What follows belongs to an exercise in optimizing a design on an open flow for small area and a short achievable clock period; a production flow would make more cautious choices. No functional check of the RTL was part of any run shown here. Power and IR drop assume default switching activity.

File: config.mk
export PLATFORM = sky130hd
export DESIGN_NAME = mac_array
export DESIGN_NICKNAME = mac_array
export VERILOG_FILES = /design/flow/design.v
export SDC_FILE = /design/flow/constraint.sdc
export NUM_CORES = 4
export LEC_CHECK = 0
export CAP_MARGIN = 20
export CORE_MARGIN = 2
export CORE_UTILIZATION = 40
export CTS_BUF_LIST = sky130_fd_sc_hd__clkbuf_4 sky130_fd_sc_hd__clkbuf_8
export SETUP_SLACK_MARGIN = 3.8
export SLEW_MARGIN = 20
export SYNTH_HIERARCHICAL = 1
File: flow/run.sh
#!/bin/bash
# Layout flow: the standard ORFS flow with two changes.
#  1. Synthesis extracts full/half adder cells only inside the carry-save
#     cells (csa_fa, csa_ha); the other adders are left to ABC, so their
#     carry chains are not built from slow full-adder cells.  Registers are
#     untouched, so they match the standard synthesis.
#  2. The port buffers use the smallest buffer cell; timing repair upsizes
#     the ones on critical paths.
set -euo pipefail
HERE=$PWD
sed 's/^\(  extract_fa {\*}\[dont_use_extract_fa_args\]\)$/\1 csa_fa csa_ha/' \
  "$FLOW_HOME/scripts/synth.tcl" > "$HERE/synth_sel.tcl"
grep -q 'dont_use_extract_fa_args\] csa_fa csa_ha' "$HERE/synth_sel.tcl"
sed "s#^source \$::env(SCRIPTS_DIR)/synth.tcl\$#source $HERE/synth_sel.tcl#" \
  "$HERE/synth_recipe.tcl" > "$HERE/synth_recipe_sel.tcl"
grep -q "source $HERE/synth_sel.tcl" "$HERE/synth_recipe_sel.tcl"
export BUFFER_PORTS_ARGS="-buffer_cell sky130_fd_sc_hd__buf_1"
bash standard.sh SYNTH_SCRIPT="$HERE/synth_recipe_sel.tcl" finish > standard.log 2>&1
File: constraint.sdc
create_clock -name core_clock -period 8.5 [get_ports {clk}]
set_input_delay 1.7000 -clock core_clock [delete_from_list [all_inputs] [get_ports {clk}]]
set_output_delay 1.7000 -clock core_clock [all_outputs]
set_load 0.01 [all_outputs]
File: standard.sh
#!/bin/bash
# synth_recipe.tcl (not shown) runs the flow's synth.tcl, then flattens the netlist and writes it again
# the make line also repeats each setting of config.mk as NAME=value (left out here)
make -C /OpenROAD-flow-scripts/flow DESIGN_CONFIG=/design/flow/config.mk WORK_HOME=/design/flow/orfs CLKGATE_MAP_FILE= SYNTH_SCRIPT=/design/flow/synth_recipe.tcl "${@:-finish}"
File: design.v
module csa_fa (
    input  a,
    input  b,
    input  c,
    output s,
    output co
);
    assign s = a ^ b ^ c;
    assign co = (a & b) | (a & c) | (b & c);
endmodule
module csa_ha (
    input  a,
    input  b,
    output s,
    output co
);
    assign s = a ^ b;
    assign co = a & b;
endmodule
module csa_han (
    input  a,
    input  b,
    output s,
    output co
);
    assign s = ~(a ^ b);
    assign co = a | b;
endmodule
module acc_add_l (
    input  [9:0] a,
    input  [9:0] b,
    output [9:0] s,
    output co
);
    wire [9:0] lr_g = a & b;
    wire [9:0] lr_p = a ^ b;
    wire lr_g1_1 = lr_g[1] | (lr_p[1] & lr_g[0]);
    wire lr_g1_3 = lr_g[3] | (lr_p[3] & lr_g[2]);
    wire lr_p1_3 = lr_p[3] & lr_p[2];
    wire lr_g1_5 = lr_g[5] | (lr_p[5] & lr_g[4]);
    wire lr_p1_5 = lr_p[5] & lr_p[4];
    wire lr_g1_7 = lr_g[7] | (lr_p[7] & lr_g[6]);
    wire lr_p1_7 = lr_p[7] & lr_p[6];
    wire lr_g1_9 = lr_g[9] | (lr_p[9] & lr_g[8]);
    wire lr_p1_9 = lr_p[9] & lr_p[8];
    wire lr_g2_2 = lr_g[2] | (lr_p[2] & lr_g1_1);
    wire lr_g2_3 = lr_g1_3 | (lr_p1_3 & lr_g1_1);
    wire lr_g2_6 = lr_g[6] | (lr_p[6] & lr_g1_5);
    wire lr_p2_6 = lr_p[6] & lr_p1_5;
    wire lr_g2_7 = lr_g1_7 | (lr_p1_7 & lr_g1_5);
    wire lr_p2_7 = lr_p1_7 & lr_p1_5;
    wire lr_g3_4 = lr_g[4] | (lr_p[4] & lr_g2_3);
    wire lr_g3_5 = lr_g1_5 | (lr_p1_5 & lr_g2_3);
    wire lr_g3_6 = lr_g2_6 | (lr_p2_6 & lr_g2_3);
    wire lr_g3_7 = lr_g2_7 | (lr_p2_7 & lr_g2_3);
    wire lr_g4_8 = lr_g[8] | (lr_p[8] & lr_g3_7);
    wire lr_g4_9 = lr_g1_9 | (lr_p1_9 & lr_g3_7);
    wire [9:0] lr_s = lr_p ^ {lr_g4_8, lr_g3_7, lr_g3_6, lr_g3_5, lr_g3_4, lr_g2_3, lr_g2_2, lr_g1_1, lr_g[0], 1'b0};
    wire lr_co = lr_g4_9;
    assign s = lr_s;
    assign co = lr_co;
endmodule
module sigmoid_activation #(
    parameter WIDTH = 16,
    parameter FRAC_BITS = 11
)(
    input  [15:0] x,
    output [15:0] y
);
    wire neg_sat = x[15] & ~(x[14] & x[13]);
    wire pos_sat = ~x[15] & (x[14] | (x[13] & (|x[12:0])));
    wire [15:0] lin = {~x[15], x[15], x[15], x[15:3]};
    assign y = pos_sat ? 16'hFFFF : (neg_sat ? 16'h0000 : lin);
endmodule
module mac_unit (
    input  clk,
    input  rst_n,
    input  enable,
    input  clear_acc,
    input  [7:0] input_data,
    input  [7:0] weight,
    output [15:0] mac_out,
    output [15:0] activated_out,
    output valid,
    output overflow
);
    reg [9:0] lo_l;
    reg [5:0] up_s;    
    reg [5:0] up_c;
    reg        up_ci;
    reg [15:0] acc_hi;
    reg        hi_p;
    reg        overflow_reg;
    reg        valid_reg;
    wire [5:0] ur_g = up_s & up_c;
    wire [5:0] ur_p = up_s ^ up_c;
    wire ur_g0c = ur_g[0] | (ur_p[0] & up_ci);
    wire ur_g1_1 = ur_g[1] | (ur_p[1] & ur_g0c);
    wire ur_g1_3 = ur_g[3] | (ur_p[3] & ur_g[2]);
    wire ur_p1_3 = ur_p[3] & ur_p[2];
    wire ur_g1_5 = ur_g[5] | (ur_p[5] & ur_g[4]);
    wire ur_p1_5 = ur_p[5] & ur_p[4];
    wire ur_g2_2 = ur_g[2] | (ur_p[2] & ur_g1_1);
    wire ur_g2_3 = ur_g1_3 | (ur_p1_3 & ur_g1_1);
    wire ur_g3_4 = ur_g[4] | (ur_p[4] & ur_g2_3);
    wire ur_g3_5 = ur_g1_5 | (ur_p1_5 & ur_g2_3);
    wire [5:0] ur_s = ur_p ^ {ur_g3_4, ur_g2_3, ur_g2_2, ur_g1_1, ur_g0c, up_ci};
    wire ur_co = ur_g3_5;
    wire [15:0] acc = {ur_s, lo_l};
    wire hi_inc = hi_p | ur_co;
    wire ovf = overflow_reg | (hi_inc & (&acc_hi));
    wire [15:0] hi_n = (acc_hi + {15'd0, hi_inc}) & {16{~clear_acc}};
    wire [7:0] a_g = input_data & {8{enable}};
    wire [15:0] lo_m = acc & {16{~clear_acc}};
    wire [63:0] ppt;
    wire [15:0] acct = lo_m;
    genvar gi, gj;
    generate
        for (gi = 0; gi < 8; gi = gi + 1) begin : g_pp_i
            for (gj = 0; gj < 8; gj = gj + 1) begin : g_pp_j
                assign ppt[gi*8+gj] = (a_g[gi] & weight[gj]);
            end
        end
    endgenerate
    wire ts1, tc2, ts3, tc4, ts5, tc6, ts7, tc8, ts9, tc10, ts11, tc12, ts13, tc14, ts15, tc16, ts17, tc18, ts19, tc20, ts21, tc22, ts23, tc24, ts25, tc26, ts27, tc28, ts29, tc30, ts31, tc32, ts33, tc34, ts35, tc36, ts37, tc38, ts39, tc40, ts41, tc42, ts43, tc44, ts45, tc46, ts47, tc48, ts49, tc50, ts51, tc52, ts53, tc54, ts55, tc56, ts57, tc58, ts59, tc60, ts61, tc62, ts63, tc64, ts65, tc66, ts67, tc68, ts69, tc70, ts71, tc72, ts73, tc74, ts75, tc76, ts77, tc78, ts79, tc80, ts81, tc82, ts83, tc84, ts85, tc86, ts87, tc88, ts89, tc90, ts91, tc92, ts93, tc94, ts95, tc96, ts97, tc98, ts99, tc100, ts101, tc102, ts103, tc104, ts105, tc106, ts107, tc108, ts109, tc110, ts111, tc112;
    csa_ha u_ts1 (.a(acct[5]), .b(ppt[12]), .s(ts1), .co(tc2));
    csa_fa u_ts3 (.a(acct[6]), .b(ppt[13]), .c(ppt[20]), .s(ts3), .co(tc4));
    csa_ha u_ts5 (.a(ppt[27]), .b(ppt[34]), .s(ts5), .co(tc6));
    csa_fa u_ts7 (.a(acct[7]), .b(ppt[14]), .c(ppt[21]), .s(ts7), .co(tc8));
    csa_fa u_ts9 (.a(ppt[28]), .b(ppt[35]), .c(ppt[42]), .s(ts9), .co(tc10));
    csa_ha u_ts11 (.a(ppt[49]), .b(ppt[56]), .s(ts11), .co(tc12));
    csa_fa u_ts13 (.a(acct[8]), .b(ppt[15]), .c(ppt[22]), .s(ts13), .co(tc14));
    csa_fa u_ts15 (.a(ppt[29]), .b(ppt[36]), .c(ppt[43]), .s(ts15), .co(tc16));
    csa_ha u_ts17 (.a(ppt[50]), .b(ppt[57]), .s(ts17), .co(tc18));
    csa_fa u_ts19 (.a(acct[9]), .b(ppt[23]), .c(ppt[30]), .s(ts19), .co(tc20));
    csa_fa u_ts21 (.a(ppt[37]), .b(ppt[44]), .c(ppt[51]), .s(ts21), .co(tc22));
    csa_fa u_ts23 (.a(acct[10]), .b(ppt[31]), .c(ppt[38]), .s(ts23), .co(tc24));
    csa_ha u_ts25 (.a(acct[3]), .b(ppt[10]), .s(ts25), .co(tc26));
    csa_fa u_ts27 (.a(acct[4]), .b(ppt[11]), .c(ppt[18]), .s(ts27), .co(tc28));
    csa_ha u_ts29 (.a(ppt[25]), .b(ppt[32]), .s(ts29), .co(tc30));
    csa_fa u_ts31 (.a(ppt[19]), .b(ppt[26]), .c(ppt[33]), .s(ts31), .co(tc32));
    csa_fa u_ts33 (.a(ppt[40]), .b(ppt[5]), .c(ts1), .s(ts33), .co(tc34));
    csa_fa u_ts35 (.a(ppt[41]), .b(ppt[48]), .c(ppt[6]), .s(ts35), .co(tc36));
    csa_fa u_ts37 (.a(tc2), .b(ts5), .c(ts3), .s(ts37), .co(tc38));
    csa_fa u_ts39 (.a(ppt[7]), .b(tc6), .c(ts11), .s(ts39), .co(tc40));
    csa_fa u_ts41 (.a(tc4), .b(ts7), .c(ts9), .s(ts41), .co(tc42));
    csa_fa u_ts43 (.a(tc12), .b(ts17), .c(tc10), .s(ts43), .co(tc44));
    csa_fa u_ts45 (.a(tc8), .b(ts13), .c(ts15), .s(ts45), .co(tc46));
    csa_fa u_ts47 (.a(ppt[58]), .b(tc18), .c(tc14), .s(ts47), .co(tc48));
    csa_fa u_ts49 (.a(tc16), .b(ts19), .c(ts21), .s(ts49), .co(tc50));
    csa_fa u_ts51 (.a(ppt[45]), .b(ppt[52]), .c(ppt[59]), .s(ts51), .co(tc52));
    csa_fa u_ts53 (.a(tc20), .b(tc22), .c(ts23), .s(ts53), .co(tc54));
    csa_fa u_ts55 (.a(acct[11]), .b(ppt[39]), .c(ppt[46]), .s(ts55), .co(tc56));
    csa_fa u_ts57 (.a(ppt[53]), .b(ppt[60]), .c(tc24), .s(ts57), .co(tc58));
    csa_fa u_ts59 (.a(acct[12]), .b(ppt[47]), .c(ppt[54]), .s(ts59), .co(tc60));
    csa_ha u_ts61 (.a(acct[2]), .b(ppt[16]), .s(ts61), .co(tc62));
    csa_fa u_ts63 (.a(ppt[17]), .b(ppt[24]), .c(ppt[3]), .s(ts63), .co(tc64));
    csa_fa u_ts65 (.a(ppt[4]), .b(tc26), .c(ts29), .s(ts65), .co(tc66));
    csa_fa u_ts67 (.a(tc30), .b(tc28), .c(ts31), .s(ts67), .co(tc68));
    csa_fa u_ts69 (.a(tc32), .b(ts35), .c(tc34), .s(ts69), .co(tc70));
    csa_fa u_ts71 (.a(tc36), .b(ts39), .c(tc38), .s(ts71), .co(tc72));
    csa_fa u_ts73 (.a(tc40), .b(ts43), .c(tc42), .s(ts73), .co(tc74));
    csa_fa u_ts75 (.a(tc44), .b(ts47), .c(tc46), .s(ts75), .co(tc76));
    csa_fa u_ts77 (.a(ts51), .b(tc48), .c(tc50), .s(ts77), .co(tc78));
    csa_fa u_ts79 (.a(tc52), .b(ts55), .c(ts57), .s(ts79), .co(tc80));
    csa_fa u_ts81 (.a(ppt[61]), .b(tc56), .c(ts59), .s(ts81), .co(tc82));
    csa_fa u_ts83 (.a(acct[13]), .b(ppt[55]), .c(ppt[62]), .s(ts83), .co(tc84));
    csa_ha u_ts85 (.a(acct[1]), .b(ppt[1]), .s(ts85), .co(tc86));
    csa_fa u_ts87 (.a(ppt[2]), .b(ppt[9]), .c(ts61), .s(ts87), .co(tc88));
    csa_fa u_ts89 (.a(tc62), .b(ts25), .c(ts63), .s(ts89), .co(tc90));
    csa_fa u_ts91 (.a(tc64), .b(ts27), .c(ts65), .s(ts91), .co(tc92));
    csa_fa u_ts93 (.a(tc66), .b(ts33), .c(ts67), .s(ts93), .co(tc94));
    csa_fa u_ts95 (.a(tc68), .b(ts37), .c(ts69), .s(ts95), .co(tc96));
    csa_fa u_ts97 (.a(ts41), .b(tc70), .c(ts71), .s(ts97), .co(tc98));
    csa_fa u_ts99 (.a(ts45), .b(tc72), .c(ts73), .s(ts99), .co(tc100));
    csa_fa u_ts101 (.a(ts49), .b(tc74), .c(ts75), .s(ts101), .co(tc102));
    csa_fa u_ts103 (.a(ts53), .b(tc76), .c(ts77), .s(ts103), .co(tc104));
    csa_fa u_ts105 (.a(tc54), .b(tc78), .c(ts79), .s(ts105), .co(tc106));
    csa_fa u_ts107 (.a(tc58), .b(ts81), .c(tc80), .s(ts107), .co(tc108));
    csa_fa u_ts109 (.a(tc60), .b(ts83), .c(tc82), .s(ts109), .co(tc110));
    csa_fa u_ts111 (.a(acct[14]), .b(ppt[63]), .c(tc84), .s(ts111), .co(tc112));
    wire [15:0] row_a = {acct[15], ts111, ts109, tc106, tc104, tc102, tc100, tc98, tc96, tc94, tc92, tc90, tc88, tc86, ppt[8], acct[0]};
    wire [15:0] row_b = {tc112, tc110, tc108, ts107, ts105, ts103, ts101, ts99, ts97, ts95, ts93, ts91, ts89, ts87, ts85, ppt[0]};
    wire [9:0] lr_s;
    wire lr_co;
    acc_add_l u_lr (.a(row_a[9:0]), .b(row_b[9:0]), .s(lr_s), .co(lr_co));
    wire c16 = 1'b0;
    always @(posedge clk or negedge rst_n) begin
        if (!rst_n) begin
            lo_l <= 10'd0;
            up_s <= 6'd0;
            up_c <= 6'd0;
            up_ci <= 1'b0;
            acc_hi <= 16'd0;
            hi_p <= 1'b0;
            overflow_reg <= 1'b0;
            valid_reg <= 1'b0;
        end else begin
            lo_l <= lr_s;
            up_s <= row_a[15:10];
            up_c <= row_b[15:10];
            up_ci <= lr_co;
            acc_hi <= hi_n;
            hi_p <= c16;
            overflow_reg <= ~clear_acc & ovf;
            valid_reg <= enable;
        end
    end
    assign overflow = ovf;
    assign valid = valid_reg;
    assign mac_out = acc;
    sigmoid_activation activation (
        .x(acc),
        .y(activated_out)
    );
endmodule
module mac_array (
    input  clk,
    input  rst_n,
    input  [3:0] enable,
    input  [3:0] clear_acc,
    input  [31:0] input_data,
    input  [31:0] weight,
    output [63:0] mac_out,
    output [63:0] activated_out,
    output [3:0] valid,
    output [3:0] overflow
);
    genvar i;
    generate
        for (i = 0; i < 4; i = i + 1) begin : mac_channels
            mac_unit mac_inst (
                .clk(clk),
                .rst_n(rst_n),
                .enable(enable[i]),
                .clear_acc(clear_acc[i]),
                .input_data(input_data[8*i+7:8*i]),
                .weight(weight[8*i+7:8*i]),
                .mac_out(mac_out[16*i+15:16*i]),
                .activated_out(activated_out[16*i+15:16*i]),
                .valid(valid[i]),
                .overflow(overflow[i])
            );
        end
    endgenerate
endmodule
==> impl_metrics.yaml, run 1 <==
status:
  status: "timing/DRC/antenna clean"
synthesis:
  netlist.top_cell.by_area: "dfrtp_1"
  avgSynthCellArea_um2: 10.7
  netlist_area_um2: 16500
  synth_edf_count: 0
  synth_cell_types: 55
  ys.warnings.count: 7
  synth_top_area_share_pct: 24.9
  synthTopCellsByArea: "dfrtp_1, fa_1, and3_1"
  ys_async_sr_fraction_pct: 100
  ys_seq_area_share_pct: 24.9
  syn_inst: 1540
  synthesis.nets: 1838
  synth_ff_type: "dfrtp_1"
  ys_ff_latch: 164
worst_setup_path:
  worstSetupPathType: "input port to flip-flop"
  critPathRequiredTime_ns: 8.86
  cpMaxStageDelayCell: "fa_2"
  cp_cell_sequence: "buf_8, buf_12, and3_4, fa_1, fa_2, fa_1, fa_2, buf_4, xor2_2, nand4_1, o21ai_2, maj3_2, maj3_2"
  r2r-start: "mac_channels[2].mac_inst.lo_l[6]$_DFF_PN0_"
  critPathArrivalTime_ns: 5.12
  end_kind: "flip-flop"
  cp-start-kind: "input port"
  startpoint: "enable[2]"
  slowest_delay_ns: 0.54
  crit_fanout: 5
die:
  die_area_um2: 42800
  coreArea_um2: 40700
  initial_core_util_pct: 40.4
  ios: 210
  die_height_um: 207
  rows: 74
  die_w_um: 207
pwr:
  power.total_mw: 5.17
  power_density_nw_per_um2: 266
  leakagePower_nw: 9.31
  ir_worst_vdd_mv: 0.199
clock_network:
  cts_max_path_buffers: 2
  clkLatencyLatePin_ns: 0.47
  tritoncts: "yes"
  cts-buffers-inserted: 17
  root_buffer: "clkbuf_8"
  hold_buffers: 0
  path_clk_slew_ns: 0.09
  cts_htree_levels: 4
  cts_sinks: 164
sta:
  worstMarginPinSlew_ns: 0.848
  max_freq_mhz: 210
  whs_ns: 0.543
  rsz0062_at_grt: "true"
  min_period_ns: 4.76
  skew_ns: 0.0147
  finalSetupTns_ns: 0
  min_period_over_period_pct: 56.0
  slew_headroom_pct: 43.1
  fin_ws_ns: 3.74
  setup_viol: 0
  final-hold-violation-count: 0
  slew_viol_final: 0
global_route:
  grt_pass1_wl_um: 66500
  antenna_found_initial: 0
  overflow: 0
  track_usage_pct: 19.6
  grt_max_degree: 75
  grt_pass1_vias: 12700
routing:
  drt-total-wl_um: 41400
  drt_iter0_drc: 793
  drt_pass1_iterations: 6
  wl_per_cell_um: 18.1
  drc_errors: 0
  ant_nets: 0
  avgViaCountPerCell: 5.63
  num_vias: 12900
job:
  maxCapViolations: 0
layout:
  multi_input_area_um2: 12300
  largest_register_ffs: 64
  top_register: "mac_channels.mac_inst.acc_hi"
  fin_nets: 2044
  diodes: 0
  regArea_um2: 4100
  top_regs: "mac_channels.mac_inst.acc_hi x64, mac_channels.mac_inst.lo_l x40"
  layout-drive-gt1-share_pct: 17.9
  syn_to_final_growth_pct: 18.2
  fill_cells: 3737
  postLayoutCoreUtil_pct: 47.7
place:
  place.gp.congestion: 0.876
  port_buffers: 209
  place_hpwl_um: 29700
  dp_slack_ns: 2.55
hold_path:
  hold_start: "mac_channels[0].mac_inst.overflow_reg$_DFF_PN0_"
  hp-class: "flip-flop to flip-flop"
## layer usage
metal  global-route usage (%)  part of all wire, %
met1                     26.9                   45
met2                     32.7                   49
met3                     2.62                  4.6
met4                     5.29                  1.7
met5                        0                    0
## modules after synthesis (local to each module, per instance), excerpt
| module | flip-flops and latches | copies in the design | area (µm²) | cells inside |
|---|---|---|---|---|
| mac_unit | 41 | 4 | 2510 | 258 |
| acc_add_l | 0 | 4 | 358 | 45 |
| sigmoid_activation | 0 | 4 | 180 | 26 |
| csa_fa | 0 | 192 | 20.0 | 1 |
| csa_ha | 0 | 32 | 12.5 | 1 |
## layout make-up
type,count,share of cell area (%)
clock inverter,9,0.540
tap,532,3.42
multi-input combinational,1276,63.3
sequential,164,21.1
clock buffer,22,1.46
timing repair buffer,267,9.82
inverter,20,0.386
## stage by stage
step	std cells	instance area, µm²
final	2290	19400
after detailed placement	2211	17700
after CTS	2267	18900
after global placement	2211	17700
after floorplan	1540	16700
after global routing	2290	19400
## Yosys cell counts, drive strengths merged, types with 28 or more instances
cell type  number
o2bb2ai        40
nor2           76
o21ai          44
xor2           36
mux2           44
maj3           32
dfrtp         164
and3          264
a211oi         32
ha             32
xnor2          88
clkbuf         48
nand2          44
nor3           28
fa            192
nor2b         100
buf            32
## layout by cell type (no fill, tap or decap), drive strengths merged, types with 36 or more instances in the layout
master   count
and3       264
buf        229
clkbuf      48
dfrtp      164
fa         192
mux2        44
nand2       44
nor2        76
nor2b      100
o21ai       44
o2bb2ai     40
xnor2       88
xor2        36
## repair_timing
action	in CTS	in global routing
buffers inserted	13	17
resized for setup	100	87
endpoints found under the setup margin	70	66
cloned	12	5
pin swaps	35	28
## cells by family after synthesis
family                   after synthesis  share of synthesized area [%]
AND/OR/NAND/NOR                      608                           21.2
flip-flops                           164                           24.9
buffers and inverters                100                           2.77
XOR/XNOR                             124                           6.97
multiplexers                          48                           3.35
adder cells (fa/ha/maj)              256                           27.9
AO/OA/AOI/OAI                        240                           12.8
## power by group
| group | total (mW) | switching [mW] | internal (mW) |
|---|---|---|---|
| sequential | 1.21 | 0.243 | 0.963 |
| clock | 0.585 | 0.302 | 0.283 |
| combinational | 3.38 | 1.92 | 1.46 |
| total | 5.17 | 2.46 | 2.71 |
## worst max-delay path: cells and delay by family
kind,cells,cell delay (ns)
XOR/XNOR,1,0.17
AO/OA/AOI/OAI,1,0.09
buffers and inverters,3,0.40
adder cells (fa/ha/maj),6,2.48
AND/OR/NAND/NOR,2,0.27
## path summary, 6_finish.rpt
kind | depth (start not counted) | slack, ns | end
setup / recovery | 13 | 3.74 | mac_channels[2].mac_inst.up_ci$_DFF_PN0_
hold / removal | 2 | 0.54 | mac_channels[0].mac_inst.overflow_reg$_DFF_PN0_
setup reg to reg | 11 | 4.67 | mac_channels[2].mac_inst.up_ci$_DFF_PN0_
hold reg to reg | 2 | 0.54 | mac_channels[0].mac_inst.overflow_reg$_DFF_PN0_
max in group asynchronous | 2 | 6.04 | mac_channels[2].mac_inst.up_c[4]$_DFF_PN0_
min in group asynchronous | 1 | 1.26 | mac_channels[1].mac_inst.valid_reg$_DFF_PN0_
==> inputs of run 2 (changes only) <==
--- a/design.v
+++ b/design.v
@@ -25,6 +25,30 @@
 );
     assign s = ~(a ^ b);
     assign co = a | b;
+endmodule
+module acc_add_u (
+    input  [5:0] a,
+    input  [5:0] b,
+    input  ci,
+    output [5:0] s,
+    output co
+);
+    wire [5:0] ur_g = a & b;
+    wire [5:0] ur_p = a ^ b;
+    wire ur_g0c = ur_g[0] | (ur_p[0] & ci);
+    wire ur_g1_1 = ur_g[1] | (ur_p[1] & ur_g0c);
+    wire ur_g1_3 = ur_g[3] | (ur_p[3] & ur_g[2]);
+    wire ur_p1_3 = ur_p[3] & ur_p[2];
+    wire ur_g1_5 = ur_g[5] | (ur_p[5] & ur_g[4]);
+    wire ur_p1_5 = ur_p[5] & ur_p[4];
+    wire ur_g2_2 = ur_g[2] | (ur_p[2] & ur_g1_1);
+    wire ur_g2_3 = ur_g1_3 | (ur_p1_3 & ur_g1_1);
+    wire ur_g3_4 = ur_g[4] | (ur_p[4] & ur_g2_3);
+    wire ur_g3_5 = ur_g1_5 | (ur_p1_5 & ur_g2_3);
+    wire [5:0] ur_s = ur_p ^ {ur_g3_4, ur_g2_3, ur_g2_2, ur_g1_1, ur_g0c, ci};
+    wire ur_co = ur_g3_5;
+    assign s = ur_s;
+    assign co = ur_co;
 endmodule
 module acc_add_l (
     input  [9:0] a,
@@ -92,20 +116,9 @@
     reg        hi_p;
     reg        overflow_reg;
     reg        valid_reg;
-    wire [5:0] ur_g = up_s & up_c;
-    wire [5:0] ur_p = up_s ^ up_c;
-    wire ur_g0c = ur_g[0] | (ur_p[0] & up_ci);
-    wire ur_g1_1 = ur_g[1] | (ur_p[1] & ur_g0c);
-    wire ur_g1_3 = ur_g[3] | (ur_p[3] & ur_g[2]);
-    wire ur_p1_3 = ur_p[3] & ur_p[2];
-    wire ur_g1_5 = ur_g[5] | (ur_p[5] & ur_g[4]);
-    wire ur_p1_5 = ur_p[5] & ur_p[4];
-    wire ur_g2_2 = ur_g[2] | (ur_p[2] & ur_g1_1);
-    wire ur_g2_3 = ur_g1_3 | (ur_p1_3 & ur_g1_1);
-    wire ur_g3_4 = ur_g[4] | (ur_p[4] & ur_g2_3);
-    wire ur_g3_5 = ur_g1_5 | (ur_p1_5 & ur_g2_3);
-    wire [5:0] ur_s = ur_p ^ {ur_g3_4, ur_g2_3, ur_g2_2, ur_g1_1, ur_g0c, up_ci};
-    wire ur_co = ur_g3_5;
+    wire [5:0] ur_s;
+    wire ur_co;
+    acc_add_u u_ur (.a(up_s), .b(up_c), .ci(up_ci), .s(ur_s), .co(ur_co));
     wire [15:0] acc = {ur_s, lo_l};
     wire hi_inc = hi_p | ur_co;
     wire ovf = overflow_reg | (hi_inc & (&acc_hi));
==> run 2 against run 1 <==
Compared with the run above:
- still clean
- die area is 6.9% lower
- critical endpoint is now mac_channels[1].mac_inst.up_ci$_DFF_PN0_
- first-iteration DRC count decreased by 30%
- sequential share of layout area up 1.4 points
==> impl_metrics.yaml, run 2 <==
layout:
  postLayoutCoreUtil_pct: 48.5
  fin_nets: 1960
  diodes: 0
  final_common_cell: "and3_1"
  mostFrequentLayoutCells: "and3_1, fa_1, buf_1"
  regArea_um2: 4100
  top_register: "mac_channels.mac_inst.acc_hi"
  fill_cells: 3555
  largest_register_ffs: 64
  multi_input_area_um2: 11200
  syn_to_final_growth_pct: 19.4
  final_cells: 2185
  layout-drive-gt1-share_pct: 16.2
  top_regs: "mac_channels.mac_inst.acc_hi x64, mac_channels.mac_inst.lo_l x40"
synthesis:
  synthTopCellsByArea: "dfrtp_1, fa_1, and3_1"
  synthesis.nets: 1726
  ys_async_sr_fraction_pct: 100
  synth_top_area_share_pct: 26.8
  netlist.top_cell.by_area: "dfrtp_1"
  avgSynthCellArea_um2: 10.7
  ys_seq_area_share_pct: 26.8
  synth_ff_type: "dfrtp_1"
  ys.warnings.count: 7
  synth_edf_count: 0
  syn_inst: 1428
  ys_ff_latch: 164
  netlist_area_um2: 15300
  synthTopCellsByCount: "and3_1, fa_1, dfrtp_1"
  yosysMostFrequentCell: "and3_1"
  synth_cell_types: 47
routing:
  drt_pass1_iterations: 5
  avgViaCountPerCell: 5.49
  num_vias: 12000
  drt-total-wl_um: 38500
  drt_iter0_drc: 554
  ant_nets: 0
  wl_per_cell_um: 17.6
  drc_errors: 0
worst_setup_path:
  cp-start-kind: "input port"
  crit_fanout: 5
  critPathArrivalTime_ns: 5.16
  end_kind: "flip-flop"
  worstSetupPathType: "input port to flip-flop"
  critPathRequiredTime_ns: 8.86
clock_network:
  hold_buffers: 0
  tritoncts: "yes"
  cts_htree_levels: 4
  clkLatencyLatePin_ns: 0.47
  cts_sinks: 164
  cts-buffers-inserted: 17
  path_clk_slew_ns: 0.09
  root_buffer: "clkbuf_8"
  cts_max_path_buffers: 2
sta:
  skew_ns: 0.0150
  min_period_over_period_pct: 56.4
  whs_ns: 0.534
  slew_viol_final: 0
  setup_viol: 0
  rsz0062_at_grt: "true"
  slew_headroom_pct: 45.1
  finalSetupTns_ns: 0
  final-hold-violation-count: 0
  worstMarginPinSlew_ns: 0.824
  max_freq_mhz: 208
  min_period_ns: 4.80
pwr:
  power_frac_comb_pct: 65.6
  swShare_pct: 47.2
  seq_power_share_pct: 23.3
  ir_worst_vdd_mv: 0.149
  clock_power_share_pct: 11.1
  power_density_nw_per_um2: 277
  leakagePower_nw: 8.77
  p_int_mw: 2.67
  p_sw_mw: 2.39
place:
  port_buffers: 209
  place.gp.congestion: 0.847
  placed_cells: 2087
  place_hpwl_um: 27500
die:
  die_area_um2: 39800
  ios: 210
  rows: 71
  initial_core_util_pct: 40.6
  die_height_um: 200
  coreArea_um2: 37700
  die_w_um: 200
global_route:
  grt_pass1_wl_um: 61900
  antenna_found_initial: 0
  track_usage_pct: 19.5
  overflow: 0
  grt_pass1_vias: 11800
  grt_max_degree: 59
status:
  status: "timing/DRC/antenna clean"
job:
  maxCapViolations: 0
hold_path:
  hp-class: "flip-flop to flip-flop"
## run 2: cell count changes after synthesis, moves of 20 or more
cell	before	now
nor2b_1	100	80
a21oi_1	12	40
nor3_1	28	0
mux2_1	40	8
nor2_1	72	52
## run 2: power by group through the flow
stage	clock network [mW]	registers, mW	logic [mW]
finish	0.563	1.18	3.32
detailed placement	0	1.19	3.03
floorplan	0	1.16	2.19
global route	0.617	1.21	3.69
CTS	0.587	1.18	3.16
global placement	0	1.19	2.97
## run 2: logic make-up after synthesis
kind of cell             Yosys count  share of synthesized area (%)
AND/OR/NAND/NOR                  548                           21.4
adder cells (fa/ha/maj)          260                           30.2
buffers and inverters            104                           3.21
XOR/XNOR                         140                           8.41
AO/OA/AOI/OAI                    192                           8.51
flip-flops                       164                           26.8
multiplexers                      20                           1.44
## run 2: what timing repair did
item                       4_1_cts  5_1_grt
gates cloned                    11        6
setup endpoints to repair       81       70
buffers inserted                21       29
gates resized for setup         98       67
pin swaps                       25       28
## run 2: stage by stage
step | power [mW] | worst slack [ns] | area (µm²)
CTS | 4.93 | 3.64 | 17600
global placement | 4.16 | 2.38 | 16500
detailed placement | 4.22 | 2.24 | 16500
global route | 5.51 | 3.64 | 18300
floorplan | 3.35 | 3.27 | 15600
finish | 5.06 | 3.70 | 18300
## run 2: critical path, cell delays in order
cell	delay [ns]
buf_16	0.11
buf_12	0.12
and3_4	0.14
fa_1	0.48
fa_2	0.36
fa_1	0.52
fa_2	0.51
o21ai_2	0.17
a211oi_2	0.08
a211oi_2	0.23
o21ai_2	0.10
maj3_2	0.33
maj3_2	0.31
## run 2: layer usage
metal | track usage [%] | up-vias | wire length [µm]
met1 | 27.1 | 6131 | 17700
met2 | 32.5 | 278 | 18900
met4 | 4.80 | 0 | 474
met3 | 2.46 | 30 | 1490
met5 | 0 | - | 0
li1 | - | 5546 | -
## run 2: final timing paths
path / from / to / slack, ns / cells after the start
max: enable[1] / mac_channels[1].mac_inst.up_ci$_DFF_PN0_ / 3.70 / 13
min: mac_channels[0].mac_inst.overflow_reg$_DFF_PN0_ / mac_channels[0].mac_inst.overflow_reg$_DFF_PN0_ / 0.53 / 2
max reg2reg: mac_channels[2].mac_inst.lo_l[6]$_DFF_PN0_ / mac_channels[2].mac_inst.up_ci$_DFF_PN0_ / 4.66 / 11
min reg2reg: mac_channels[0].mac_inst.overflow_reg$_DFF_PN0_ / mac_channels[0].mac_inst.overflow_reg$_DFF_PN0_ / 0.53 / 2
max in group asynchronous: rst_n / mac_channels[3].mac_inst.acc_hi[12]$_DFF_PN0_ / 5.86 / 2
min in group asynchronous: rst_n / mac_channels[1].mac_inst.lo_l[2]$_DFF_PN0_ / 1.32 / 1
## run 2: layout make-up
type,instances,share of cell area [%]
Inverter,32,0.657
Clock inverter,10,0.596
Tap cell,511,3.50
Sequential cell,164,22.5
Timing Repair Buffer,283,10.2
Multi-Input combinational cell,1164,61.1
Clock buffer,21,1.48
## run 2: Yosys stat by module (local to each module, per instance), excerpt
module	flops+latches	times used	cell area [µm²]	cells
mac_unit	41	4	2010	203
csa_fa	0	192	20.0	1
sigmoid_activation	0	4	180	26
csa_ha	0	32	12.5	1
acc_add_l	0	4	358	45
acc_add_u	0	4	215	27
==> inputs of run 3 (changes only) <==
--- a/design.v
+++ b/design.v
@@ -25,64 +25,6 @@
 );
     assign s = ~(a ^ b);
     assign co = a | b;
-endmodule
-module acc_add_u (
-    input  [5:0] a,
-    input  [5:0] b,
-    input  ci,
-    output [5:0] s,
-    output co
-);
-    wire [5:0] ur_g = a & b;
-    wire [5:0] ur_p = a ^ b;
-    wire ur_g0c = ur_g[0] | (ur_p[0] & ci);
-    wire ur_g1_1 = ur_g[1] | (ur_p[1] & ur_g0c);
-    wire ur_g1_3 = ur_g[3] | (ur_p[3] & ur_g[2]);
-    wire ur_p1_3 = ur_p[3] & ur_p[2];
-    wire ur_g1_5 = ur_g[5] | (ur_p[5] & ur_g[4]);
-    wire ur_p1_5 = ur_p[5] & ur_p[4];
-    wire ur_g2_2 = ur_g[2] | (ur_p[2] & ur_g1_1);
-    wire ur_g2_3 = ur_g1_3 | (ur_p1_3 & ur_g1_1);
-    wire ur_g3_4 = ur_g[4] | (ur_p[4] & ur_g2_3);
-    wire ur_g3_5 = ur_g1_5 | (ur_p1_5 & ur_g2_3);
-    wire [5:0] ur_s = ur_p ^ {ur_g3_4, ur_g2_3, ur_g2_2, ur_g1_1, ur_g0c, ci};
-    wire ur_co = ur_g3_5;
-    assign s = ur_s;
-    assign co = ur_co;
-endmodule
-module acc_add_l (
-    input  [9:0] a,
-    input  [9:0] b,
-    output [9:0] s,
-    output co
-);
-    wire [9:0] lr_g = a & b;
-    wire [9:0] lr_p = a ^ b;
-    wire lr_g1_1 = lr_g[1] | (lr_p[1] & lr_g[0]);
-    wire lr_g1_3 = lr_g[3] | (lr_p[3] & lr_g[2]);
-    wire lr_p1_3 = lr_p[3] & lr_p[2];
-    wire lr_g1_5 = lr_g[5] | (lr_p[5] & lr_g[4]);
-    wire lr_p1_5 = lr_p[5] & lr_p[4];
-    wire lr_g1_7 = lr_g[7] | (lr_p[7] & lr_g[6]);
-    wire lr_p1_7 = lr_p[7] & lr_p[6];
-    wire lr_g1_9 = lr_g[9] | (lr_p[9] & lr_g[8]);
-    wire lr_p1_9 = lr_p[9] & lr_p[8];
-    wire lr_g2_2 = lr_g[2] | (lr_p[2] & lr_g1_1);
-    wire lr_g2_3 = lr_g1_3 | (lr_p1_3 & lr_g1_1);
-    wire lr_g2_6 = lr_g[6] | (lr_p[6] & lr_g1_5);
-    wire lr_p2_6 = lr_p[6] & lr_p1_5;
-    wire lr_g2_7 = lr_g1_7 | (lr_p1_7 & lr_g1_5);
-    wire lr_p2_7 = lr_p1_7 & lr_p1_5;
-    wire lr_g3_4 = lr_g[4] | (lr_p[4] & lr_g2_3);
-    wire lr_g3_5 = lr_g1_5 | (lr_p1_5 & lr_g2_3);
-    wire lr_g3_6 = lr_g2_6 | (lr_p2_6 & lr_g2_3);
-    wire lr_g3_7 = lr_g2_7 | (lr_p2_7 & lr_g2_3);
-    wire lr_g4_8 = lr_g[8] | (lr_p[8] & lr_g3_7);
-    wire lr_g4_9 = lr_g1_9 | (lr_p1_9 & lr_g3_7);
-    wire [9:0] lr_s = lr_p ^ {lr_g4_8, lr_g3_7, lr_g3_6, lr_g3_5, lr_g3_4, lr_g2_3, lr_g2_2, lr_g1_1, lr_g[0], 1'b0};
-    wire lr_co = lr_g4_9;
-    assign s = lr_s;
-    assign co = lr_co;
 endmodule
 module sigmoid_activation #(
     parameter WIDTH = 16,
@@ -109,16 +51,27 @@
     output overflow
 );
     reg [9:0] lo_l;
-    reg [5:0] up_s;    
-    reg [5:0] up_c;
+    reg [5:0] up_p;    
+    reg [5:0] up_g;    
     reg        up_ci;
     reg [15:0] acc_hi;
     reg        hi_p;
     reg        overflow_reg;
     reg        valid_reg;
-    wire [5:0] ur_s;
-    wire ur_co;
-    acc_add_u u_ur (.a(up_s), .b(up_c), .ci(up_ci), .s(ur_s), .co(ur_co));
+    wire [5:0] ur_g = up_g;
+    wire [5:0] ur_p = up_p;
+    wire ur_g0c = ur_g[0] | (ur_p[0] & up_ci);
+    wire ur_g1_1 = ur_g[1] | (ur_p[1] & ur_g0c);
+    wire ur_g1_3 = ur_g[3] | (ur_p[3] & ur_g[2]);
+    wire ur_p1_3 = ur_p[3] & ur_p[2];
+    wire ur_g1_5 = ur_g[5] | (ur_p[5] & ur_g[4]);
+    wire ur_p1_5 = ur_p[5] & ur_p[4];
+    wire ur_g2_2 = ur_g[2] | (ur_p[2] & ur_g1_1);
+    wire ur_g2_3 = ur_g1_3 | (ur_p1_3 & ur_g1_1);
+    wire ur_g3_4 = ur_g[4] | (ur_p[4] & ur_g2_3);
+    wire ur_g3_5 = ur_g1_5 | (ur_p1_5 & ur_g2_3);
+    wire [5:0] ur_s = ur_p ^ {ur_g3_4, ur_g2_3, ur_g2_2, ur_g1_1, ur_g0c, up_ci};
+    wire ur_co = ur_g3_5;
     wire [15:0] acc = {ur_s, lo_l};
     wire hi_inc = hi_p | ur_co;
     wire ovf = overflow_reg | (hi_inc & (&acc_hi));
@@ -194,15 +147,37 @@
     csa_fa u_ts111 (.a(acct[14]), .b(ppt[63]), .c(tc84), .s(ts111), .co(tc112));
     wire [15:0] row_a = {acct[15], ts111, ts109, tc106, tc104, tc102, tc100, tc98, tc96, tc94, tc92, tc90, tc88, tc86, ppt[8], acct[0]};
     wire [15:0] row_b = {tc112, tc110, tc108, ts107, ts105, ts103, ts101, ts99, ts97, ts95, ts93, ts91, ts89, ts87, ts85, ppt[0]};
-    wire [9:0] lr_s;
-    wire lr_co;
-    acc_add_l u_lr (.a(row_a[9:0]), .b(row_b[9:0]), .s(lr_s), .co(lr_co));
+    wire [9:0] lr_g = row_a[9:0] & row_b[9:0];
+    wire [9:0] lr_p = row_a[9:0] ^ row_b[9:0];
+    wire lr_g1_1 = lr_g[1] | (lr_p[1] & lr_g[0]);
+    wire lr_g1_3 = lr_g[3] | (lr_p[3] & lr_g[2]);
+    wire lr_p1_3 = lr_p[3] & lr_p[2];
+    wire lr_g1_5 = lr_g[5] | (lr_p[5] & lr_g[4]);
+    wire lr_p1_5 = lr_p[5] & lr_p[4];
+    wire lr_g1_7 = lr_g[7] | (lr_p[7] & lr_g[6]);
+    wire lr_p1_7 = lr_p[7] & lr_p[6];
+    wire lr_g1_9 = lr_g[9] | (lr_p[9] & lr_g[8]);
+    wire lr_p1_9 = lr_p[9] & lr_p[8];
+    wire lr_g2_2 = lr_g[2] | (lr_p[2] & lr_g1_1);
+    wire lr_g2_3 = lr_g1_3 | (lr_p1_3 & lr_g1_1);
+    wire lr_g2_6 = lr_g[6] | (lr_p[6] & lr_g1_5);
+    wire lr_p2_6 = lr_p[6] & lr_p1_5;
+    wire lr_g2_7 = lr_g1_7 | (lr_p1_7 & lr_g1_5);
+    wire lr_p2_7 = lr_p1_7 & lr_p1_5;
+    wire lr_g3_4 = lr_g[4] | (lr_p[4] & lr_g2_3);
+    wire lr_g3_5 = lr_g1_5 | (lr_p1_5 & lr_g2_3);
+    wire lr_g3_6 = lr_g2_6 | (lr_p2_6 & lr_g2_3);
+    wire lr_g3_7 = lr_g2_7 | (lr_p2_7 & lr_g2_3);
+    wire lr_g4_8 = lr_g[8] | (lr_p[8] & lr_g3_7);
+    wire lr_g4_9 = lr_g1_9 | (lr_p1_9 & lr_g3_7);
+    wire [9:0] lr_s = lr_p ^ {lr_g4_8, lr_g3_7, lr_g3_6, lr_g3_5, lr_g3_4, lr_g2_3, lr_g2_2, lr_g1_1, lr_g[0], 1'b0};
+    wire lr_co = lr_g4_9;
     wire c16 = 1'b0;
     always @(posedge clk or negedge rst_n) begin
         if (!rst_n) begin
             lo_l <= 10'd0;
-            up_s <= 6'd0;
-            up_c <= 6'd0;
+            up_p <= 6'd0;
+            up_g <= 6'd0;
             up_ci <= 1'b0;
             acc_hi <= 16'd0;
             hi_p <= 1'b0;
@@ -210,8 +185,8 @@
             valid_reg <= 1'b0;
         end else begin
             lo_l <= lr_s;
-            up_s <= row_a[15:10];
-            up_c <= row_b[15:10];
+            up_p <= row_a[15:10] ^ row_b[15:10];
+            up_g <= row_b[15:10] & row_a[15:10];
             up_ci <= lr_co;
             acc_hi <= hi_n;
             hi_p <= c16;
==> run 3 against run 2 <==
Compared with the run above:
- largest cell class unchanged
- register-to-register slack improved by 0.12 ns
- flip-flop and latch count did not move
- clock skew rose by 0.0017 ns
- largest power group unchanged
- combinational power fell by 12%
- worst hold slack improved by 0.0066 ns
- count of clock-buffer cells in the layout fell by 4
- highest routed layer unchanged
- global-route usage rose by 0.52 points
==> impl_metrics.yaml, run 3 <==
global_route:
  grt_max_degree: 68
  track_usage_pct: 20.1
  overflow: 0
  grt_pass1_wl_um: 61800
  antenna_found_initial: 0
  grt_pass1_vias: 11600
clock_network:
  root_buffer: "clkbuf_8"
  cts_htree_levels: 4
  clkLatencyLatePin_ns: 0.49
  cts-buffers-inserted: 17
  cts_max_path_buffers: 2
  cts_sinks: 164
  tritoncts: "yes"
  path_clk_slew_ns: 0.10
layout:
  largest_register_ffs: 64
  final_area_um2: 17600
  syn_to_final_growth_pct: 17.4
  top_register: "mac_channels.mac_inst.acc_hi"
  mostFrequentLayoutCells: "and3_1, fa_1, dfrtp_1"
  layout-drive-gt1-share_pct: 15.8
  fin_nets: 1925
  final_common_cell: "and3_1"
  top_regs: "mac_channels.mac_inst.acc_hi x64, mac_channels.mac_inst.lo_l x40"
  postLayoutCoreUtil_pct: 48.0
synthesis:
  syn_inst: 1420
  synth_ff_type: "dfrtp_1"
  ys_ff_latch: 164
  synth_edf_count: 0
  ys_async_sr_fraction_pct: 100
  synth_cell_types: 39
  netlist_area_um2: 15000
  yosysMostFrequentCell: "and3_1"
  netlist.top_cell.by_area: "dfrtp_1"
  avgSynthCellArea_um2: 10.6
  synthTopCellsByCount: "and3_1, fa_1, dfrtp_1"
  ys_seq_area_share_pct: 27.3
  ys.warnings.count: 7
  synthesis.nets: 1718
  synthTopCellsByArea: "dfrtp_1, fa_1, and3_1"
  synth_top_area_share_pct: 27.3
routing:
  drc_errors: 0
  avgViaCountPerCell: 5.48
  drt-total-wl_um: 38500
  wl_per_cell_um: 18.3
  drt_iter0_drc: 680
  drt_pass1_iterations: 5
  ant_nets: 0
  num_vias: 11600
sta:
  slew_headroom_pct: 40.8
  fin_ws_ns: 3.74
  final-hold-violation-count: 0
  min_period_over_period_pct: 56.0
  rsz0062_at_grt: "true"
  skew_ns: 0.0167
  min_period_ns: 4.76
  finalSetupTns_ns: 0
  setup_viol: 0
  max_freq_mhz: 210
  slew_viol_final: 0
  worstMarginPinSlew_ns: 0.887
pwr:
  leakagePower_nw: 8.37
  ir_worst_vdd_mv: 0.368
  power.total_mw: 4.76
  power_density_nw_per_um2: 270
die:
  initial_core_util_pct: 40.8
  die_area_um2: 39100
  die_height_um: 198
  ios: 210
  rows: 70
  die_w_um: 198
  coreArea_um2: 36800
place:
  port_buffers: 209
  placed_area_um2: 16200
  dp_slack_ns: 2.66
  place_hpwl_um: 27600
  place.gp.congestion: 0.845
worst_setup_path:
  crit_fanout: 8
  worstSetupPathType: "input port to flip-flop"
  slowest_delay_ns: 0.51
  critPathArrivalTime_ns: 5.15
  cp-start-kind: "input port"
  cp_cell_sequence: "buf_1, and3_2, ha_1, fa_1, fa_1, fa_1, maj3_2, maj3_2, maj3_2, maj3_2"
  crit_buf_inv: 1
  path_delay_family: "adder cells"
  cpMaxStageDelayCell: "fa_1"
  end_kind: "flip-flop"
  cpMostUsedCell: "maj3_2"
  critPathRequiredTime_ns: 8.88
status:
  status: "timing/DRC/antenna clean"
hold_path:
  hp-class: "flip-flop to flip-flop"
job:
  maxCapViolations: 0
## run 3: cell count changes after synthesis, moves of 20 or more
cell and delta:
nor2_1 +40, and3_1 -36, xnor2_1 +20, and2_1 +24
a21oi_1 -24, and3_2 +28
## run 3: report_power, final
group          switching (mW)  leakage [nW]  total (mW)  internal (mW)
Combinational            1.69          5.98        2.93           1.25
Sequential              0.199          2.16        1.15          0.955
Clock                   0.342         0.226       0.671          0.329
## run 3: routing by layer
layer  global-route usage [%]  vias to the layer above  share of wire, %
li1                         -                     5324                 -
met2                     32.2                      324                48
met5                        0                        -                 0
met4                     5.18                        0               1.7
met1                     28.0                     5862                45
met3                     3.73                       50               5.4
## run 3: worst reg2reg max path: stages, from the launching register on
cell	delay [ns]
dfrtp_1	0.47
nor2b_1	0.19
fa_1	0.46
fa_1	0.54
fa_1	0.47
nor2_2	0.12
o31ai_2	0.09
maj3_2	0.33
maj3_2	0.33
maj3_2	0.32
maj3_2	0.29
## run 3: worst paths after layout
| kind | startpoint | to | slack [ns] | cells past startpoint |
|---|---|---|---|---|
| max | weight[20] | mac_channels[2].mac_inst.up_ci$_DFF_PN0_ | 3.74 | 10 |
| min | mac_channels[1].mac_inst.acc_hi[4]$_DFF_PN0_ | mac_channels[1].mac_inst.acc_hi[4]$_DFF_PN0_ | 0.54 | 2 |
| max reg2reg | mac_channels[3].mac_inst.lo_l[4]$_DFF_PN0_ | mac_channels[3].mac_inst.up_ci$_DFF_PN0_ | 4.78 | 10 |
| min reg2reg | mac_channels[1].mac_inst.acc_hi[4]$_DFF_PN0_ | mac_channels[1].mac_inst.acc_hi[4]$_DFF_PN0_ | 0.54 | 2 |
| max in group asynchronous | rst_n | mac_channels[3].mac_inst.lo_l[9]$_DFF_PN0_ | 5.87 | 2 |
| min in group asynchronous | rst_n | mac_channels[0].mac_inst.lo_l[8]$_DFF_PN0_ | 1.24 | 1 |
## run 3: what timing repair did
| action | in CTS | in global routing |
|---|---|---|
| gates resized for setup | 101 | 67 |
| pin swaps | 14 | 23 |
| cloned | 4 | 8 |
| endpoints found under the setup margin | 71 | 70 |
| hold buffers | 0 | 0 |
| buffers inserted | 12 | 12 |
## run 3: cell type report
| class | count | area [µm²] |
|---|---|---|
| Clock buffer | 17 | 234 |
| Tap cell | 468 | 586 |
| Multi-Input combinational cell | 1157 | 10800 |
| Clock inverter | 15 | 220 |
| Fill cell | 3455 | 19100 |
| Inverter | 32 | 120 |
| Antenna cell | 1 | 2.50 |
| Timing Repair Buffer | 255 | 1540 |
| Sequential cell | 164 | 4100 |
## run 3: through the flow
step	instances	hold slack, ns
2_1_floorplan	1420	0.504
3_3_place_gp	2040	0.522
3_5_place_dp	2040	0.528
4_1_cts	2088	0.554
5_1_grt	2108	0.582
6_report	2109	0.541
## run 3: per-module statistics from Yosys (local to each module, per instance), excerpt
module / flops+latches / cell area, µm² / times used
sigmoid_activation: 0 / 180 / 4
csa_ha: 0 / 12.5 / 32
csa_fa: 0 / 20.0 / 192
mac_unit: 41 / 2510 / 4
## run 3: kinds of logic (layout without fill, tap and decap cells)
family          count (synthesis)  count (layout)  share of synthesized area (%)
fa+ha+maj                     244             244                           29.7
xor+xnor                      168             168                           9.79
compound gates                136             136                           6.96
buf+inv                       100             319                           3.26
flops                         164             164                           27.3
simple gates                  608             609                           23.0
other cells                     0               1                              0
==> inputs of run 4 (changes only) <==
--- a/design.v
+++ b/design.v
@@ -51,15 +51,16 @@
     output overflow
 );
     reg [9:0] lo_l;
-    reg [5:0] up_p;    
-    reg [5:0] up_g;    
+    reg [5:0] up_s;    
+    reg [5:0] up_c;
     reg        up_ci;
     reg [15:0] acc_hi;
     reg        hi_p;
     reg        overflow_reg;
     reg        valid_reg;
-    wire [5:0] ur_g = up_g;
-    wire [5:0] ur_p = up_p;
+    reg        alive;
+    wire [5:0] ur_g = up_s & up_c;
+    wire [5:0] ur_p = up_s ^ up_c;
     wire ur_g0c = ur_g[0] | (ur_p[0] & up_ci);
     wire ur_g1_1 = ur_g[1] | (ur_p[1] & ur_g0c);
     wire ur_g1_3 = ur_g[3] | (ur_p[3] & ur_g[2]);
@@ -75,7 +76,7 @@
     wire [15:0] acc = {ur_s, lo_l};
     wire hi_inc = hi_p | ur_co;
     wire ovf = overflow_reg | (hi_inc & (&acc_hi));
-    wire [15:0] hi_n = (acc_hi + {15'd0, hi_inc}) & {16{~clear_acc}};
+    wire [15:0] hi_n = (acc_hi + {15'd0, hi_inc}) & {16{~clear_acc & alive}};
     wire [7:0] a_g = input_data & {8{enable}};
     wire [15:0] lo_m = acc & {16{~clear_acc}};
     wire [63:0] ppt;
@@ -176,23 +177,26 @@
     always @(posedge clk or negedge rst_n) begin
         if (!rst_n) begin
             lo_l <= 10'd0;
-            up_p <= 6'd0;
-            up_g <= 6'd0;
+            up_s <= 6'd0;
+            up_c <= 6'd0;
             up_ci <= 1'b0;
-            acc_hi <= 16'd0;
+            alive <= 1'b0;
             hi_p <= 1'b0;
             overflow_reg <= 1'b0;
             valid_reg <= 1'b0;
         end else begin
             lo_l <= lr_s;
-            up_p <= row_a[15:10] ^ row_b[15:10];
-            up_g <= row_b[15:10] & row_a[15:10];
+            up_s <= row_a[15:10];
+            up_c <= row_b[15:10];
             up_ci <= lr_co;
-            acc_hi <= hi_n;
+            alive <= 1'b1;
             hi_p <= c16;
             overflow_reg <= ~clear_acc & ovf;
             valid_reg <= enable;
         end
+    end
+    always @(posedge clk) begin
+        acc_hi <= hi_n;
     end
     assign overflow = ovf;
     assign valid = valid_reg;
--- a/config.mk
+++ b/config.mk
@@ -9,6 +9,6 @@
 export CORE_MARGIN = 2
 export CORE_UTILIZATION = 40
 export CTS_BUF_LIST = sky130_fd_sc_hd__clkbuf_4 sky130_fd_sc_hd__clkbuf_8
-export SETUP_SLACK_MARGIN = 3.8
+export SETUP_SLACK_MARGIN = 4.0
 export SLEW_MARGIN = 20
 export SYNTH_HIERARCHICAL = 1
==> run 4 against run 3 <==
Compared with the run above:
- maximum frequency increased by 3.9%
- area after synthesis increased by 4.3%
- worst hold slack got worse by 0.053 ns
- critical path depth increased by 1
- count of clock-buffer cells in the layout unchanged
- largest cell class unchanged
- non-clock buffer count increased by 45
- clock skew about the same
- synthesized cell count increased by 8.2%
- power increased by 25%
- critical path type unchanged
==> impl_metrics.yaml, run 4 <==
hold_path:
  hold_start: "mac_channels[0].mac_inst.acc_hi[5]$_DFF_P_"
  whs_path_depth: 2
  min_to: "mac_channels[0].mac_inst.acc_hi[5]$_DFF_P_"
  hp-class: "flip-flop to flip-flop"
global_route:
  track_usage_pct: 20.2
  antenna_found_initial: 0
  grt_pass1_wl_um: 67000
  grt_max_degree: 56
  grt_pass1_vias: 13100
  overflow: 0
job:
  maxCapViolations: 0
worst_setup_path:
  end_kind: "flip-flop"
  rrSetupSlack_ns: 4.80
  cpMaxStageDelayCell: "fa_2"
  cpMostUsedCell: "fa_2"
  critPathArrivalTime_ns: 4.99
  critPathRequiredTime_ns: 8.91
  worstSetupPathType: "input port to flip-flop"
  cp_cell_sequence: "buf_12, bufbuf_16, and3_1, fa_1, fa_2, fa_2, fa_2, xor2_4, or3_1, o211ai_1, nor3_1"
  cp-start-kind: "input port"
  r2r-start: "mac_channels[1].mac_inst.lo_l[5]$_DFF_PN0_"
  reg2reg_depth: 10
  worst_r2r_endpoint: "mac_channels[1].mac_inst.lo_l[9]$_DFF_PN0_"
  crit_fanout: 5
  slowest_delay_ns: 0.56
place:
  port_buffers: 209
  dp_slack_ns: 2.64
  place_hpwl_um: 27900
  place.gp.congestion: 0.852
sta:
  rsz0062_at_grt: "true"
  slew_viol_final: 0
  setup_viol: 0
  fin_ws_ns: 3.92
  whs_ns: 0.488
  slew_headroom_pct: 46.8
  finalSetupTns_ns: 0
  final-hold-violation-count: 0
  skew_ns: 0.0166
  min_period_over_period_pct: 53.9
  max_freq_mhz: 218
  worstMarginPinSlew_ns: 0.798
  min_period_ns: 4.58
pwr:
  seq_power_share_pct: 20.1
  leakagePower_nw: 8.75
  p_int_mw: 3.15
  power_frac_comb_pct: 69.4
  clock_power_share_pct: 10.4
  swShare_pct: 47.2
  ir_worst_vdd_mv: 0.263
  power_density_nw_per_um2: 301
  p_sw_mw: 2.81
layout:
  top_regs: "mac_channels.mac_inst.acc_hi x64, mac_channels.mac_inst.lo_l x40"
  final_common_cell: "and3_1"
  layout-drive-gt1-share_pct: 27.9
  mostFrequentLayoutCells: "and3_1, fa_1, dfrtp_1"
  syn_to_final_growth_pct: 26.3
  top_register: "mac_channels.mac_inst.acc_hi"
  largest_register_ffs: 64
  diodes: 0
  fill_cells: 3482
  fin_nets: 2080
die:
  rows: 72
  die_w_um: 202
  die_height_um: 202
  ios: 210
  die_area_um2: 40800
  initial_core_util_pct: 40.5
  coreArea_um2: 38600
routing:
  avgViaCountPerCell: 5.58
  drt_iter0_drc: 772
  wl_per_cell_um: 17.8
  ant_nets: 0
  drt_pass1_iterations: 6
  num_vias: 12900
  drc_errors: 0
  drt-total-wl_um: 41100
synthesis:
  synth_top_area_share_pct: 24.5
  ys_async_sr_fraction_pct: 61.9
  synth_edf_count: 0
  avgSynthCellArea_um2: 10.2
  syn_inst: 1536
  synthTopCellsByArea: "fa_1, dfrtp_1, and3_1"
  ys_ff_latch: 168
  synthesis.nets: 1834
  netlist_area_um2: 15700
  netlist.top_cell.by_area: "fa_1"
  ys.warnings.count: 7
  synthTopCellsByCount: "and3_1, fa_1, xnor2_1"
  ys_seq_area_share_pct: 24.8
  synth_cell_types: 57
  synth_ff_type: "dfrtp_1"
  yosysMostFrequentCell: "and3_1"
clock_network:
  cts_htree_levels: 4
  tritoncts: "yes"
  cts_sinks: 168
  cts-buffers-inserted: 17
  clkLatencyLatePin_ns: 0.52
  path_clk_slew_ns: 0.12
  cts_max_path_buffers: 2
  root_buffer: "clkbuf_8"
status:
  status: "timing/DRC/antenna clean"
==> run 4: final cells by class <==
cell class | instances | area (µm²) | area share, %
clock buffers | 17 | 234 | 1.18
clock inverters | 15 | 191 | 0.968
inverters | 16 | 60.1 | 0.304
multi-input cells | 1279 | 12700 | 64.1
flip-flops and latches | 168 | 3880 | 19.6
well taps | 518 | 648 | 3.28
repair buffers | 300 | 2080 | 10.5
==> run 4: stage by stage <==
step                      util (%)  instances  instance area, µm²  power, mW
final                         51.2       2313               19800       5.96
after global routing          51.2       2313               19800       6.39
after CTS                     48.9       2282               18900       5.45
after detailed placement      43.9       2187               17000       4.25
after global placement        43.9       2187               17000       4.19
after floorplan                  -       1536               16000       3.46
==> run 4: power groups by stage <==
| stage | combinational [mW] | clock, mW | sequential (mW) |
|---|---|---|---|
| after global routing | 4.49 | 0.678 | 1.22 |
| after CTS | 3.61 | 0.649 | 1.18 |
| after floorplan | 2.31 | 0 | 1.15 |
| after detailed placement | 3.06 | 0 | 1.19 |
| final | 4.14 | 0.622 | 1.20 |
| after global placement | 3.00 | 0 | 1.19 |
==> run 4: what timing repair did <==
action                                  4_1_cts  5_1_grt
endpoints found under the hold margin         0        0
resized for setup                           251      183
pin swaps                                    82       79
endpoints found under the setup margin       89       75
buffers inserted                             46       27
cloned                                       17        4
hold buffers                                  0        0
==> run 4: Yosys stat by module, one instance, submodules excluded, excerpt <==
module / cells inside / cell area (µm²) / copies in the design / flops+latches
mac_unit: 302 / 2680 / 4 / 42
sigmoid_activation: 26 / 180 / 4 / 0
csa_ha: 1 / 12.5 / 32 / 0
csa_fa: 1 / 20.0 / 192 / 0
==> run 4: cell families (layout without fill, tap and decap cells) <==
group,count (synthesis),count (layout),synth area share [%]
compound gates,260,263,12.4
xor+xnor,156,156,8.72
fa+ha+maj,256,256,29.1
buf+inv,96,348,2.75
flops,168,168,24.8
mux,4,4,0.287
other cells,4,4,0.0958
simple gates,592,596,21.8
==> run 4: worst max path at each step <==
stage	from	endpoint
2_1_floorplan	enable[0]	mac_channels[0].mac_inst.lo_l[9]$_DFF_PN0_
3_3_place_gp	enable[2]	mac_channels[2].mac_inst.lo_l[9]$_DFF_PN0_
3_5_place_dp	enable[2]	mac_channels[2].mac_inst.lo_l[9]$_DFF_PN0_
4_1_cts	enable[2]	mac_channels[2].mac_inst.lo_l[9]$_DFF_PN0_
5_1_grt	enable[2]	mac_channels[2].mac_inst.lo_l[9]$_DFF_PN0_
6_report	enable[1]	mac_channels[1].mac_inst.lo_l[9]$_DFF_PN0_
==> run 4: critical path: cells and delay by family <==
family | cells | cell delay, ns
AOI/OAI and AO/OA | 1 | 0.19
adders and majority gates | 4 | 1.92
buffers and inverters | 2 | 0.37
xor gates and xnor gates | 1 | 0.21
and+or+nand+nor | 3 | 0.59
==> run 4: per-layer routing <==
layer	vias to the layer above	wire [µm]	global-route usage, %
li1	5994	-	-
met1	6495	18200	27.9
met2	365	20200	32.3
met3	58	2050	3.10
met4	0	750	7.04
met5	-	0	0
==> inputs of run 5 (changes only) <==
--- a/config.mk
+++ b/config.mk
@@ -9,6 +9,6 @@
 export CORE_MARGIN = 2
 export CORE_UTILIZATION = 40
 export CTS_BUF_LIST = sky130_fd_sc_hd__clkbuf_4 sky130_fd_sc_hd__clkbuf_8
-export SETUP_SLACK_MARGIN = 4.0
+export SETUP_SLACK_MARGIN = 3.7
 export SLEW_MARGIN = 20
 export SYNTH_HIERARCHICAL = 1
==> run 5 against run 4 <==
Compared with the run above:
- combinational power fell by 18%
- via count decreased by 4.5%
- routed wire length is 5.3% lower
- cell area decreased by 8.5%
- power shrank 13%
- sequential share of layout area grew 1.8 points
- die area is the same
- clock power decreased by 5.1%
- flip-flop and latch count unchanged
- register-to-register slack worse by 0.05 ns
- critical endpoint is now mac_channels[2].mac_inst.lo_l[9]$_DFF_PN0_
- largest power group unchanged
==> impl_metrics.yaml, run 5 <==
job:
  maxCapViolations: 0
clock_network:
  cts_htree_levels: 4
  path_clk_slew_ns: 0.09
  cts_max_path_buffers: 2
  root_buffer: "clkbuf_8"
  cts_sinks: 168
  cts-buffers-inserted: 17
  tritoncts: "yes"
  clkLatencyLatePin_ns: 0.50
  hold_buffers: 0
global_route:
  grt_max_degree: 70
  track_usage_pct: 19.5
  gr-usage-met3_pct: 3.05
  grt_use_met1_pct: 27.9
  busiest_layer: "met2"
  met2_usage_pct: 30.9
  antenna_found_initial: 0
  grt_pass1_vias: 12300
  overflow: 0
  grt_pass1_wl_um: 64700
synthesis:
  syn_inst: 1536
  ys.warnings.count: 7
  synth_edf_count: 0
  ys_async_sr_fraction_pct: 61.9
  synthesis.nets: 1834
  synthTopCellsByCount: "and3_1, fa_1, xnor2_1"
  synth_cell_types: 57
  yosysMostFrequentCell: "and3_1"
  synth_ff_type: "dfrtp_1"
  synth_top_area_share_pct: 24.5
  synthTopCellsByArea: "fa_1, dfrtp_1, and3_1"
  netlist_area_um2: 15700
  ys_ff_latch: 168
  netlist.top_cell.by_area: "fa_1"
  avgSynthCellArea_um2: 10.2
  ys_seq_area_share_pct: 24.8
worst_setup_path:
  worstSetupPathType: "input port to flip-flop"
  crit_fanout: 18
  startpoint: "enable[2]"
  rrSetupSlack_ns: 4.75
  reg2reg_depth: 10
  critPathRequiredTime_ns: 8.88
  cp-endpoint: "mac_channels[2].mac_inst.lo_l[9]$_DFF_PN0_"
  critPathArrivalTime_ns: 5.14
  cp-start-kind: "input port"
  end_kind: "flip-flop"
  worst_r2r_endpoint: "mac_channels[3].mac_inst.lo_l[9]$_DFF_PN0_"
  r2r-start: "mac_channels[3].mac_inst.lo_l[5]$_DFF_PN0_"
sta:
  worstMarginPinSlew_ns: 0.637
  setup_viol: 0
  finalSetupTns_ns: 0
  min_period_ns: 4.76
  whs_ns: 0.486
  slew_viol_final: 0
  slew_headroom_pct: 57.5
  final-hold-violation-count: 0
  rsz0062_at_grt: "false"
  min_period_over_period_pct: 56.0
  skew_ns: 0.0150
  max_freq_mhz: 210
  fin_ws_ns: 3.74
pwr:
  leakagePower_nw: 7.98
  ir_worst_vdd_mv: 0.216
  power_density_nw_per_um2: 285
die:
  ios: 210
  coreArea_um2: 38600
  die_w_um: 202
  initial_core_util_pct: 40.5
  die_height_um: 202
  rows: 72
  die_area_um2: 40800
status:
  status: "timing/DRC/antenna clean"
layout:
  syn_to_final_growth_pct: 15.6
  final_common_cell: "and3_1"
  top_register: "mac_channels.mac_inst.acc_hi"
  diodes: 0
  postLayoutCoreUtil_pct: 46.9
  fin_nets: 2013
  mostFrequentLayoutCells: "and3_1, fa_1, buf_1"
  layout-drive-gt1-share_pct: 13.6
  largest_register_ffs: 64
  top_regs: "mac_channels.mac_inst.acc_hi x64, mac_channels.mac_inst.lo_l x40"
  final_cells: 2246
routing:
  ant_nets: 0
  drt-total-wl_um: 39000
  drc_errors: 0
  drt_iter0_drc: 667
  avgViaCountPerCell: 5.49
  wl_per_cell_um: 17.3
  drt_pass1_iterations: 5
  num_vias: 12300
hold_path:
  hp-class: "flip-flop to flip-flop"
place:
  place.gp.congestion: 0.844
  placed_cells: 2189
  port_buffers: 209
  place_hpwl_um: 27900
  dp_slack_ns: 2.71
==> run 5: per-module statistics from Yosys (local to each module, per instance), excerpt <==
module / cells / times used / cell area (µm²)
mac_unit: 302 / 4 / 2680
sigmoid_activation: 26 / 4 / 180
csa_ha: 1 / 32 / 12.5
csa_fa: 1 / 192 / 20.0
==> run 5: critical path: stages <==
cell and delay, ns:
clkbuf_2 0.16, buf_12 0.18, and3_1 0.18, fa_1 0.50, fa_1 0.42, fa_1 0.53, fa_2 0.48, maj3_2 0.37
or3_1 0.36, o211ai_1 0.17, nor3_1 0.08
==> run 5: worst min path at each step <==
stage / slack (ns) / cells past startpoint / from / end
after floorplan: 0.45 / 2 / mac_channels[0].mac_inst.acc_hi[5]$_DFF_P_ / mac_channels[0].mac_inst.acc_hi[5]$_DFF_P_
after global placement: 0.46 / 2 / mac_channels[3].mac_inst.acc_hi[5]$_DFF_P_ / mac_channels[3].mac_inst.acc_hi[5]$_DFF_P_
after detailed placement: 0.48 / 2 / mac_channels[2].mac_inst.acc_hi[5]$_DFF_P_ / mac_channels[2].mac_inst.acc_hi[5]$_DFF_P_
after CTS: 0.49 / 2 / mac_channels[2].mac_inst.acc_hi[5]$_DFF_P_ / mac_channels[2].mac_inst.acc_hi[5]$_DFF_P_
after global routing: 0.51 / 2 / mac_channels[1].mac_inst.acc_hi[5]$_DFF_P_ / mac_channels[1].mac_inst.acc_hi[5]$_DFF_P_
final: 0.49 / 2 / mac_channels[0].mac_inst.acc_hi[5]$_DFF_P_ / mac_channels[0].mac_inst.acc_hi[5]$_DFF_P_
==> run 5: kinds of logic after synthesis <==
kind of cell / Yosys count / share of synthesized area [%]
AOI/OAI and AO/OA: 260 / 12.4
other: 4 / 0.0958
muxes: 4 / 0.287
buffers and inverters: 96 / 2.75
xor gates and xnor gates: 156 / 8.72
DFF: 168 / 24.8
and+or+nand+nor: 592 / 21.8
adders and majority gates: 256 / 29.1
==> run 5: timing repair <==
| action | 4_1_cts | 5_1_grt |
|---|---|---|
| endpoints found under the setup margin | 69 | 65 |
| cloned | 1 | 6 |
| buffers inserted | 0 | 17 |
| pin swaps | 0 | 20 |
| gates resized for setup | 63 | 70 |
==> run 5: layer usage <==
metal	share of wire, %	vias to the layer above
li1	-	5828
met1	48	6204
met2	47	262
met3	3.7	37
met4	1.5	0
met5	0	-
==> run 5: power by group <==
part	leakage [nW]	switching, mW	internal, mW
registers	1.83	0.223	0.966
logic	5.95	1.91	1.48
clock network	0.191	0.327	0.263
total	7.98	2.46	2.71
==> run 5: metrics by stage <==
step           total power [mW]  area [µm²]
2_1_floorplan              3.46       16000
3_3_place_gp               4.21       17000
3_5_place_dp               4.27       17000
4_1_cts                    4.99       17600
5_1_grt                    5.61       18100
6_report                   5.17       18100
==> run 5: final cells by class <==
cell class	count	area, µm²
Sequential cell	168	3880
Inverter	16	60.1
Fill cell	3658	20500
Timing Repair Buffer	238	1230
Clock buffer	23	292
Multi-Input combinational cell	1274	11900
Clock inverter	9	92.6
Tap cell	518	648

Re-timed with assumed drivers on the ports (clkbuf_16 on the clock, buf_2 on other inputs), run 5 has 3.768 ns of setup slack against 3.740 ns with ideal ports, and 3.221 ns once port delays also move by the mid clock arrival of 0.547 ns.
